This is an optimization exercise on Yosys and OpenROAD, whose aim is small area, not a production implementation. The RTL was checked by simulation tests, not by an equivalence proof against the original design. Power is estimated from default activity; no workload was simulated.

==> design/flow/flow/abc_area.script <==
strash
&get -n
&deepsyn -T 60
&put
dch -f
amap -m -F 2
strash
dch -f
amap -m -F 2
strash
dch -f
amap -m -F 2
topo
==> design/flow/flow/run.sh <==
#!/bin/bash
# Standard ORFS layout (the standard.sh) with these changes in how the
# layout is made:
#  - synthesis is run with three &deepsyn random seeds, each in its own work
#    folder, and the layout continues from the one with the smallest cell area;
#  - no ADDER_MAP_FILE, so full/half adders are not pre-mapped to fa/ha
#    cells and ABC maps that logic together with the rest;
#  - port buffers use sky130_fd_sc_hd__buf_1 (every port still gets one);
#  - the clock tree is built from clkbuf_8 cells without dummy loads.
# Logs: synth_s<seed>.log (each synthesis run), synth_seeds.log (areas and the
# pick), flow_make.log (the rest of the flow), and ORFS's own logs under orfs/.
set -euo pipefail
here=$(cd "$(dirname "$0")" && pwd)
best=""
best_area=""
for s in 0 1 2; do
  d="$PWD/scripts_s$s"
  rm -rf "$d" "orfs_s$s"
  cp -r "$FLOW_HOME/scripts" "$d"
  sed "s/&deepsyn -T 60/\&deepsyn -T 60 -S $s/" "$here/abc_area.script" > "$d/abc_speed.script"
  bash standard.sh "SCRIPTS_DIR=$d" "ADDER_MAP_FILE=" "WORK_HOME=$PWD/orfs_s$s" synth > "synth_s$s.log" 2>&1
  area=$(awk '/Chip area for module/ {a = $NF} END {print a}' "orfs_s$s/reports/$FLOW_PLATFORM/Neuron/base/synth_stat.txt")
  echo "seed $s: synthesis cell area $area" >> synth_seeds.log
  if [[ -z "$best" ]] || awk -v a="$area" -v b="$best_area" 'BEGIN { exit !(a < b) }'; then
    best=$s
    best_area=$area
  fi
done
echo "continuing with seed $best" >> synth_seeds.log
rm -rf orfs
cp -rp "orfs_s$best" orfs
bash standard.sh "SCRIPTS_DIR=$PWD/scripts_s$best" "ADDER_MAP_FILE=" finish > flow_make.log 2>&1
==> design/flow/design.v <==
module Neuron(
	input CLOCK_50,
	input [1:0] KEY,
	input [3:0] SW,
	input [3:0] GPIO_0,
	output [7:0] LED,
	output [3:0] GPIO_1,
	output [17:0] V_OUT,
	output [17:0] W_OUT,
	output [17:0] SPIKE_COUNT
);
	reg [17:0] v, w;
	reg [17:0] spike_counter;
	reg [5:0] count;
	reg [3:0] led_sw;
	reg [1:0] led_lo;
	reg gpio1_r;
	reg [17:0] acc;      
	reg [17:0] qr;       
	reg wrap;            
	assign V_OUT = v;
	assign W_OUT = w;
	assign SPIKE_COUNT = spike_counter;
	assign LED = {1'b0, led_sw, 1'b0, led_lo};
	assign GPIO_1 = {3'b000, gpio1_r};
	wire rst = ~KEY[0];
	wire upd = (count == 6'd63);
	wire g = GPIO_0[0];
	wire [17:0] h = {v[17], v[17:1]};           
	wire [17:0] I = (led_sw[0] ? 18'h00400 : 18'h0) - (led_sw[1] ? 18'h00400 : 18'h0)
	              + (led_sw[2] ? 18'h00800 : 18'h0) + (led_sw[3] ? 18'h00800 : 18'h0);
	wire q15 = qr[17];
	wire b1 = (count == 6'd18) ? qr[17] : qr[0];    
	reg [1:0] bsel;    
	reg m;             
	reg m0mask;        
	reg inv, cin, shift;
	always @* begin
		bsel = 2'd0; m = 1'b0; m0mask = 1'b0; inv = 1'b0; cin = 1'b0; shift = 1'b0;
		case (count)
			6'd0, 6'd1, 6'd2, 6'd3, 6'd4, 6'd5, 6'd6, 6'd7,
			6'd8, 6'd9, 6'd10, 6'd11, 6'd12, 6'd13, 6'd14, 6'd15: begin
				m = b1; shift = 1'b1;
			end
			6'd16: m = b1;
			6'd17, 6'd18: begin m = b1; inv = 1'b1; cin = 1'b1; end
			6'd19: begin m = qr[0]; inv = 1'b1; shift = 1'b1; end
			6'd20, 6'd21, 6'd22, 6'd23, 6'd24, 6'd25,
			6'd26, 6'd27, 6'd28, 6'd29, 6'd30, 6'd31, 6'd32: begin
				m = qr[0]; inv = 1'b1; cin = 1'b1; shift = 1'b1;
			end
			6'd33: begin m = qr[0]; inv = 1'b1; cin = 1'b1; end
			6'd34: begin bsel = 2'd1; m0mask = 1'b1; inv = 1'b1; cin = 1'b1; shift = 1'b1; end
			6'd35: begin
				m = ~q15; m0mask = 1'b1; inv = q15 & v[1] & ~w[1];
				cin = w[1] & ~(q15 & v[1]); shift = 1'b1;
			end
			6'd36: begin m = q15; inv = 1'b1; cin = 1'b1; end
			6'd37: begin bsel = 2'd2; cin = 1'b1; end
			6'd38, 6'd39, 6'd40, 6'd41: shift = 1'b1;
			6'd42: begin m = 1'b1; cin = v[0]; end
			6'd43: m = 1'b1;
			6'd44, 6'd45: m = 1'b1;
			6'd46: begin bsel = 2'd1; m0mask = 1'b1; inv = 1'b1; cin = 1'b1; shift = 1'b1; end
			6'd47, 6'd48, 6'd49, 6'd50, 6'd51, 6'd52, 6'd53, 6'd54, 6'd55: shift = 1'b1;
			6'd56: bsel = 2'd1;
			6'd63: bsel = 2'd3;
			default: ;
		endcase
	end
	reg [17:0] bsrc;
	always @* begin
		case (bsel)
			2'd0: bsrc = {h[17:1] & {17{m}}, h[0] & m & ~m0mask};
			2'd1: bsrc = {w[17:1], w[0] & ~m0mask};
			2'd2: bsrc = I;
			default: bsrc = {{4{g & ~wrap}}, {8{g}}, 6'd0};
		endcase
	end
	wire [17:0] bx = bsrc ^ {18{inv}};
	wire [18:0] S;
	wire [18:0] cy;
	genvar gi;
	generate for (gi = 0; gi < 18; gi = gi + 1) begin : add
		wire ci = (gi == 0) ? cin : cy[gi-1];
		assign S[gi] = acc[gi] ^ bx[gi] ^ ci;
		assign cy[gi] = (acc[gi] & bx[gi]) | (ci & (acc[gi] ^ bx[gi]));
	end endgenerate
	assign S[18] = acc[17] ^ bx[17] ^ cy[17];
	function [17:0] inc18(input [17:0] a, input c);
		integer i;
		reg cc;
		begin
			cc = c;
			for (i = 0; i < 18; i = i + 1) begin
				inc18[i] = a[i] ^ cc;
				cc = a[i] & cc;
			end
		end
	endfunction
	wire [17:0] vnew = S[17:0];
	wire spk = (vnew[17:15] == 3'b001);
	wire [17:0] count_inc = inc18({12'd0, count}, 1'b1);
	always @(posedge CLOCK_50) begin
		count <= count_inc[5:0];
		spike_counter <= inc18(spike_counter, upd & spk) & {18{~rst}};
		if (rst) begin
			count <= 6'd0;
			led_sw <= SW;
			v <= 18'h32148;
			w <= 18'h3C9BB;
		end else if (upd) begin
			v <= vnew;
			w <= qr;
			led_lo[1] <= g;
			led_lo[0] <= spike_counter[17];
			gpio1_r <= spk;
		end
	end
	always @(posedge CLOCK_50) begin
		if (rst || upd || count == 6'd18 || count == 6'd43)
			acc <= 18'd0;
		else if (count == 6'd62)
			acc <= qr;
		else if (shift)
			acc <= S[18:1];
		else
			acc <= S[17:0];
		if (rst)
			qr <= 18'h32148;
		else if (upd || count == 6'd18 || count == 6'd43 || count == 6'd62)
			qr <= S[17:0];
		else
			qr <= {qr[0], qr[17:1]};
		if (count == 6'd42)
			wrap <= (acc[13:6] == 8'h80);
	end
endmodule
==> design/flow/standard.sh <==
#!/bin/bash
# synth_recipe.tcl (not shown) runs the flow's synth.tcl, then flattens the netlist and writes it again
# the make line also repeats each setting of config.mk as NAME=value (left out here)
make -C /OpenROAD-flow-scripts/flow DESIGN_CONFIG=/design/flow/config.mk WORK_HOME=/design/flow/orfs CLKGATE_MAP_FILE= SYNTH_SCRIPT=/design/flow/synth_recipe.tcl "${@:-finish}"
==> design/flow/constraint.sdc <==
create_clock -name core_clock -period 22.0 [get_ports {CLOCK_50}]
set_input_delay 4.4000 -clock core_clock [delete_from_list [all_inputs] [get_ports {CLOCK_50}]]
set_output_delay 4.4000 -clock core_clock [all_outputs]
set_load 0.01 [all_outputs]
==> design/flow/config.mk <==
export PLATFORM = sky130hd
export DESIGN_NAME = Neuron
export DESIGN_NICKNAME = Neuron
export VERILOG_FILES = /design/flow/design.v
export SDC_FILE = /design/flow/constraint.sdc
export NUM_CORES = 4
export LEC_CHECK = 0
export CAP_MARGIN = 20
export CORE_MARGIN = 2
export CORE_UTILIZATION = 40
export SLEW_MARGIN = 20
==> impl_metrics.py, run 1 <==
metrics = {
    "sta": {
        "worst_slew_margin_rel_pct": 43.2,
        "max_freq_mhz": 93.4,
        "tns_ps": 0,
        "timing.final.setup_violations": 0,
        "finalCritPeriodShare_pct": 48.7,
        "rsz_0062_raised_after_global_routing": "false",
        "fin_worst_skew_ps": 13.7,
        "final.hold.worst_slack_ps": 468,
        "hold_violations": 0,
        "tightestPinTransition_ps": 847,
        "timing.final.max_slew_violations": 0,
        "final.min_clock_period_ps": 10710,
    },
    "route": {
        "drt_iter0_markers": 260,
        "drt_wl_total_mm": 12.5,
        "post-route-drc-count": 0,
        "viasPerCell": 5.46,
        "vias": 4284,
        "antenna_left": 0,
        "wire_per_inst_um": 16.0,
        "detailedRoute.firstPassIterationCount": 5,
    },
    "finish": {
        "drive_gt1_share_pct": 3.10,
        "num_antenna_cells": 0,
        "layoutNonFillerInstCount": 785,
        "fin_area_um2": 5520,
        "final_cell_mix": "dfxtp_1, nor2_1, clkdlybuf4s50_1",
        "nNetsFinal": 651,
        "layout_commonest_cell": "dfxtp_1",
        "synthToLayoutAreaGrowth_pct": 23.8,
    },
    "logic_synthesis": {
        "post_synth_num_cell_types": 32,
        "post_synth_instance_area_um2": 4460,
        "synth_enable_flop_cells": 8,
        "yosys_warnings": 1,
        "synth_cells": 557,
        "primary_flip_flop_cell_chosen_by_synthesis_mapping": "dfxtp_1",
        "post_synth.cell_area_avg_um2": 8.00,
        "synth.yosys.seq_area_share_pct": 48.5,
        "yosys_register_bits": 104,
        "asyncSetResetFlopFracSynth_pct": 0,
    },
    "critical_path": {
        "reg2reg_setup_slack_ps": 13000,
        "crit_reg_reg_endpoint": "spike_counter[17]",
        "crit_type": "in2reg",
        "crit-reg2reg-launch": "count[0]",
        "reg2regPathDepth": 49,
        "cpPeakStageDelay_ps": 410,
        "worst-path-max-fanout": 8,
        "critical_path.slowest_cell": "clkdlybuf4s50_1",
        "worstPathRequired_ps": 22310,
        "worst_setup_path_start_kind": "primary input",
        "critPathArrivalTime_ps": 11030,
        "setup.worst_path.end_class": "flop",
    },
    "clock_tree": {
        "cts_hold_buffers": 0,
        "worst_setup_hold_path_clk_slew_ps": 100,
        "cts_tree": "done",
        "worstSkewPairLatency_ps": 380,
        "clockBufferDepth": 2,
        "root_buffer": "clkbuf_8",
        "post-cts-setup-buffer-count": 0,
        "number_of_h_tree_levels": 3,
        "cts.repair.resized": 0,
        "cts-buffers-inserted": 9,
        "clock_sinks": 104,
    },
    "power_and_ir_drop": {
        "p_leak_nw": 1.91,
        "peakVddDrop_uv": 42.7,
        "power.density_nw_per_um2": 61.8,
    },
    "outcome": {
        "run_status": "timing/DRC/antenna clean",
    },
    "floorplan": {
        "fp.coreArea_um2": 10800,
        "area_of_the_die_um2": 12000,
        "row_cnt": 38,
        "die_boundary_width_um": 110,
        "die_height_um": 110,
        "initial_standard_cell_utilization_of_the_core_pct": 41.1,
        "io_pins": 77,
    },
    "placement": {
        "dpl.cell_count": 769,
        "dp_hpwl_mm": 8.63,
        "port_buffers": 67,
        "gp_congestion": 0.858,
        "place_area_um2": 5330,
    },
    "grt": {
        "grt_busiest_layer": "met2",
        "use_met2_pct": 36.2,
        "antenna_found_initial": 0,
        "grt_util_met1_pct": 28.3,
        "grt_pass1_wl_mm": 20.1,
        "global_route.usage.total_pct": 21.9,
        "grt_overflow_total": 0,
        "vias_in_the_first_global_route": 4024,
        "met3_usage_pct": 4.27,
        "grt_max_degree": 29,
    },
    "min_path": {
        "whs_endpoint": "v[16]",
        "worst_hold_path_type": "reg2reg",
        "hold_start": "v[16]",
        "min_delay_path_depth": 2,
    },
    "run": {
        "max_cap_violations": 0,
    },
}
-- worst max path at each step --
| stage | startpoint | end | slack, ps |
|---|---|---|---|
| 2_1_floorplan | GPIO_0[0] | spike_counter[17] | 12450 |
| 3_3_place_gp | GPIO_0[0] | spike_counter[17] | 11150 |
| 3_5_place_dp | GPIO_0[0] | spike_counter[17] | 10990 |
| 4_1_cts | GPIO_0[0] | spike_counter[17] | 11360 |
| 5_1_grt | GPIO_0[0] | spike_counter[17] | 10560 |
| 6_report | GPIO_0[0] | spike_counter[17] | 11290 |
-- per-layer routing --
layer / part of all wire (%) / up-vias
li1: - / 2155
met1: 44 / 1974
met2: 47 / 127
met3: 5.8 / 28
met4: 2.9 / 0
met5: 0 / -
-- sequential cells by signal (all words and copies together) (netlist names) --
signal and flops:
led_sw 4, w 18, v 18, led_lo 2, spike_counter 18, acc 18, count 6, gpio1_r 1
qr 18, wrap 1
-- worst max-delay path: cells and delay by family --
| family | cells | cell delay (ps) |
|---|---|---|
| AOI/OAI and AO/OA | 15 | 2550 |
| and+or+nand+nor | 20 | 3660 |
| buffers and inverters | 1 | 410 |
-- report_power, final --
part | internal (mW) | leakage, nW | switching [mW]
Sequential | 0.195 | 0.854 | 0.00279
Combinational | 0.00777 | 0.960 | 0.0154
Clock | 0.0558 | 0.0936 | 0.0645
-- kinds of logic (layout without fill, tap and decap cells) --
group / count (synthesis) / in the layout / synth area share, %
and+or+nand+nor: 189 / 189 / 18.0
DFF: 104 / 104 / 48.5
AOI/OAI and AO/OA: 195 / 195 / 27.1
buffers and inverters: 68 / 152 / 6.23
other: 1 / 5 / 0.0841
-- metrics by stage --
stage | worst slack, ps | power, mW | utilization [%]
after detailed placement | 10990 | 0.225 | 49.1
after CTS | 11360 | 0.344 | 50.9
after global placement | 11150 | 0.224 | 49.1
final | 11290 | 0.341 | 50.9
after global routing | 10560 | 0.355 | 50.9
after floorplan | 12450 | 0.217 | -
-- synthesized netlist by cell type (all sizes together) (8+ instances only) --
cell type,instances,area share (%)
dfxtp,96,43
a21oi,41,4.6
nor2,76,6.4
and3,15,2.1
nand2,62,5.2
edfxtp,8,5.4
a22oi,11,1.9
o21ai,62,7.0
clkinv,62,5.2
o221ai,12,2.4
o22a,11,2.2
o22ai,28,3.9
nor3,26,2.9
-- layout make-up --
| class | instances | area [µm²] |
|---|---|---|
| Timing Repair Buffer | 74 | 723 |
| Fill cell | 1072 | 5320 |
| Sequential cell | 104 | 2160 |
| Tap cell | 140 | 175 |
| Inverter | 62 | 233 |
| Clock buffer | 13 | 149 |
| Multi-Input combinational cell | 389 | 2030 |
| Clock inverter | 3 | 42.5 |
==> run 2: changes to the inputs <==
--- a/design/flow/flow/run.sh
+++ b/design/flow/flow/run.sh
@@ -11,6 +11,8 @@
 # pick), flow_make.log (the rest of the flow), and ORFS's own logs under orfs/.
 set -euo pipefail
 here=$(cd "$(dirname "$0")" && pwd)
+export BUFFER_PORTS_ARGS="-buffer_cell sky130_fd_sc_hd__buf_1"
+export CTS_ARGS="-sink_clustering_enable -repair_clock_nets -dont_use_dummy_load -buf_list sky130_fd_sc_hd__clkbuf_8"
 best=""
 best_area=""
 for s in 0 1 2; do
==> impl_metrics.py, run 2 <==
metrics = {
    "sta": {
        "fin_worst_skew_ps": 13.5,
        "timing.final.max_slew_violations": 0,
        "tightestPinTransition_ps": 849,
        "tns_ps": 0,
        "hold_violations": 0,
        "final.min_clock_period_ps": 10280,
        "finalCritPeriodShare_pct": 46.7,
        "timing.final.setup_violations": 0,
        "max_freq_mhz": 97.3,
        "rsz_0062_raised_after_global_routing": "false",
        "worst_slew_margin_rel_pct": 43.0,
    },
    "logic_synthesis": {
        "yosys_warnings": 1,
        "synthTopCellsByArea": "dfxtp_1, o21ai_0, nor2_1",
        "synth.yosys.seq_area_share_pct": 48.5,
        "synth_cells": 557,
        "yosysTopAreaCellShare_pct": 43.1,
        "synth_largest_area_cell": "dfxtp_1",
        "asyncSetResetFlopFracSynth_pct": 0,
        "yosys.cell_count.top_type": "dfxtp_1",
        "post_synth.cell_area_avg_um2": 8.00,
        "post_synth_instance_area_um2": 4460,
        "ys_top_cells_by_count": "dfxtp_1, nor2_1, clkinv_1, nand2_1, o21ai_0",
        "post_synth_num_cell_types": 32,
        "primary_flip_flop_cell_chosen_by_synthesis_mapping": "dfxtp_1",
        "yosys_register_bits": 104,
        "synth_enable_flop_cells": 8,
    },
    "critical_path": {
        "critPathArrivalTime_ps": 10600,
        "reg2regPathDepth": 49,
        "cpPeakStageDelay_ps": 420,
        "worst-path-max-fanout": 8,
        "crit_path_start": "GPIO_0[0]",
        "setup.worst_path.end_class": "flop",
        "crit-reg2reg-launch": "count[0]",
        "crit_reg_reg_endpoint": "spike_counter[17]",
        "worstPathRequired_ps": 22320,
        "worst_setup_path_start_kind": "primary input",
        "reg2reg_setup_slack_ps": 13120,
        "critical_path.slowest_cell": "nor2_1",
        "crit_type": "in2reg",
        "critPathCapture": "spike_counter[17]",
    },
    "power_and_ir_drop": {
        "sequentialPowerShare_pct": 62.5,
        "combinationalPowerShare_pct": 6.9,
        "sw_frac_of_total_pct": 24.6,
        "p_leak_nw": 1.70,
        "peakVddDrop_uv": 31.6,
        "switchingPower_mw": 0.0779,
        "clockPowerShare_pct": 30.6,
        "power.density_nw_per_um2": 62.8,
        "internal_power_mw": 0.238,
    },
    "clock_tree": {
        "cts.repair.resized": 0,
        "worst_setup_hold_path_clk_slew_ps": 90,
        "post-cts-setup-buffer-count": 0,
        "clock_sinks": 104,
        "worstSkewPairLatency_ps": 370,
        "cts_tree": "done",
        "number_of_h_tree_levels": 3,
        "clockBufferDepth": 2,
        "cts_hold_buffers": 0,
        "cts-buffers-inserted": 9,
        "root_buffer": "clkbuf_8",
    },
    "grt": {
        "antenna_found_initial": 0,
        "grt_overflow_total": 0,
        "grt_max_degree": 29,
        "vias_in_the_first_global_route": 3926,
        "grt_pass1_wl_mm": 19.5,
        "global_route.usage.total_pct": 21.4,
    },
    "placement": {
        "port_buffers": 67,
        "gp_congestion": 0.844,
        "dp_hpwl_mm": 8.50,
    },
    "finish": {
        "synthToLayoutAreaGrowth_pct": 12.9,
        "layout_commonest_cell": "dfxtp_1",
        "finalCoreUtilization_pct": 46.4,
        "num-fill-cells": 1124,
        "nNetsFinal": 651,
        "num_antenna_cells": 0,
        "multiInputGateArea_um2": 2040,
        "drive_gt1_share_pct": 2.66,
        "final_cell_mix": "dfxtp_1, nor2_1, buf_1",
        "ff_latch_area_um2": 2160,
    },
    "route": {
        "vias": 4242,
        "drt_wl_total_mm": 12.3,
        "post-route-drc-count": 0,
        "detailedRoute.firstPassIterationCount": 5,
        "viasPerCell": 5.45,
        "drt_iter0_markers": 235,
        "wire_per_inst_um": 15.8,
        "antenna_left": 0,
    },
    "outcome": {
        "run_status": "timing/DRC/antenna clean",
    },
    "min_path": {
        "worst_hold_path_type": "reg2reg",
        "min_delay_path_depth": 2,
    },
    "floorplan": {
        "io_pins": 77,
        "initial_standard_cell_utilization_of_the_core_pct": 41.1,
        "fp.coreArea_um2": 10800,
        "area_of_the_die_um2": 12000,
        "die_height_um": 110,
        "row_cnt": 38,
        "die_boundary_width_um": 110,
    },
    "run": {
        "max_cap_violations": 0,
    },
}
==> run 2: stage by stage <==
step                power (mW)  cell area, µm²  setup WS, ps  instances  hold slack (ps)
finish                   0.316            5030         11720        778              465
global route             0.330            5030         10890        778              498
CTS                      0.318            5030         11740        778              470
detailed placement       0.224            4910         11360        769              454
global placement         0.223            4910         11470        769              448
floorplan                0.217            4470         12450        561              433
==> run 2: per-layer routing <==
layer  GRT usage [%]  up-vias  part of all wire (%)
met4            7.96        0                   2.1
li1                -     2142                     -
met2            35.5      119                    47
met5               0        -                     0
met3            4.21       22                   4.8
met1            27.4     1959                    46
==> run 2: worst min-delay path by stage <==
| stage | start | to | slack (ps) |
|---|---|---|---|
| floorplan | qr[5] | w[5] | 430 |
| global placement | w[14] | w[14] | 450 |
| detailed placement | v[16] | v[16] | 450 |
| CTS | v[16] | v[16] | 470 |
| global route | w[15] | w[15] | 500 |
| finish | v[16] | v[16] | 460 |
==> run 2: cell type report <==
cell class	count	share of cell area, %
sequential	104	43.0
timing repair buffer	74	6.04
tap	140	3.48
inverter	62	4.62
clock buffer	9	2.46
multi-input combinational	389	40.4
==> run 2: worst max-delay path, delay by kind of cell <==
kind | cells | cell delay, ps
AOI/OAI and AO/OA | 15 | 2470
and+or+nand+nor | 20 | 3620
buffers and inverters | 1 | 80
==> run 2: logic make-up after synthesis <==
logic type / after synthesis / share of synthesized area (%)
buffers and inverters: 68 / 6.23
AND/OR/NAND/NOR: 189 / 18.0
other: 1 / 0.0841
flip-flops: 104 / 48.5
AO/OA/AOI/OAI: 195 / 27.1
==> run 2: power groups by stage <==
stage	Sequential (mW)	Combinational, mW	Clock, mW
2_1_floorplan	0.202	0.0154	0
3_3_place_gp	0.202	0.0211	0
3_5_place_dp	0.202	0.0215	0
4_1_cts	0.198	0.0215	0.0990
5_1_grt	0.198	0.0245	0.108
6_report	0.198	0.0218	0.0967

-- re-timing with driven ports --
Ports are ideal in the flow. The routed layouts listed here were re-timed in OpenROAD. Step 1 sets driving cells, clkbuf_16 on the clock port and buf_2 on the other inputs (assumed; they add their load-dependent delay and slew). Step 2, shift: input delay + t, output delay - t, t = (earliest + latest rising clock arrival at the registers) / 2. This alone moves slack from input paths to output paths. Slacks: no drivers / after step 1 / after step 2; pairs: no drivers / after step 1.
run	shift t [ns]	setup WS [ns]	clock arrival spread, ns
run 1	0.405	11.288 / 11.292 / 10.887	0.014 / 0.014
run 2	0.401	11.719 / 11.725 / 11.324	0.014 / 0.014
After both steps setup and hold are still met in every run listed. For run 1, which loses most, drivers alone change the setup slack by +0.004 ns; drivers and shift together by -0.401 ns.
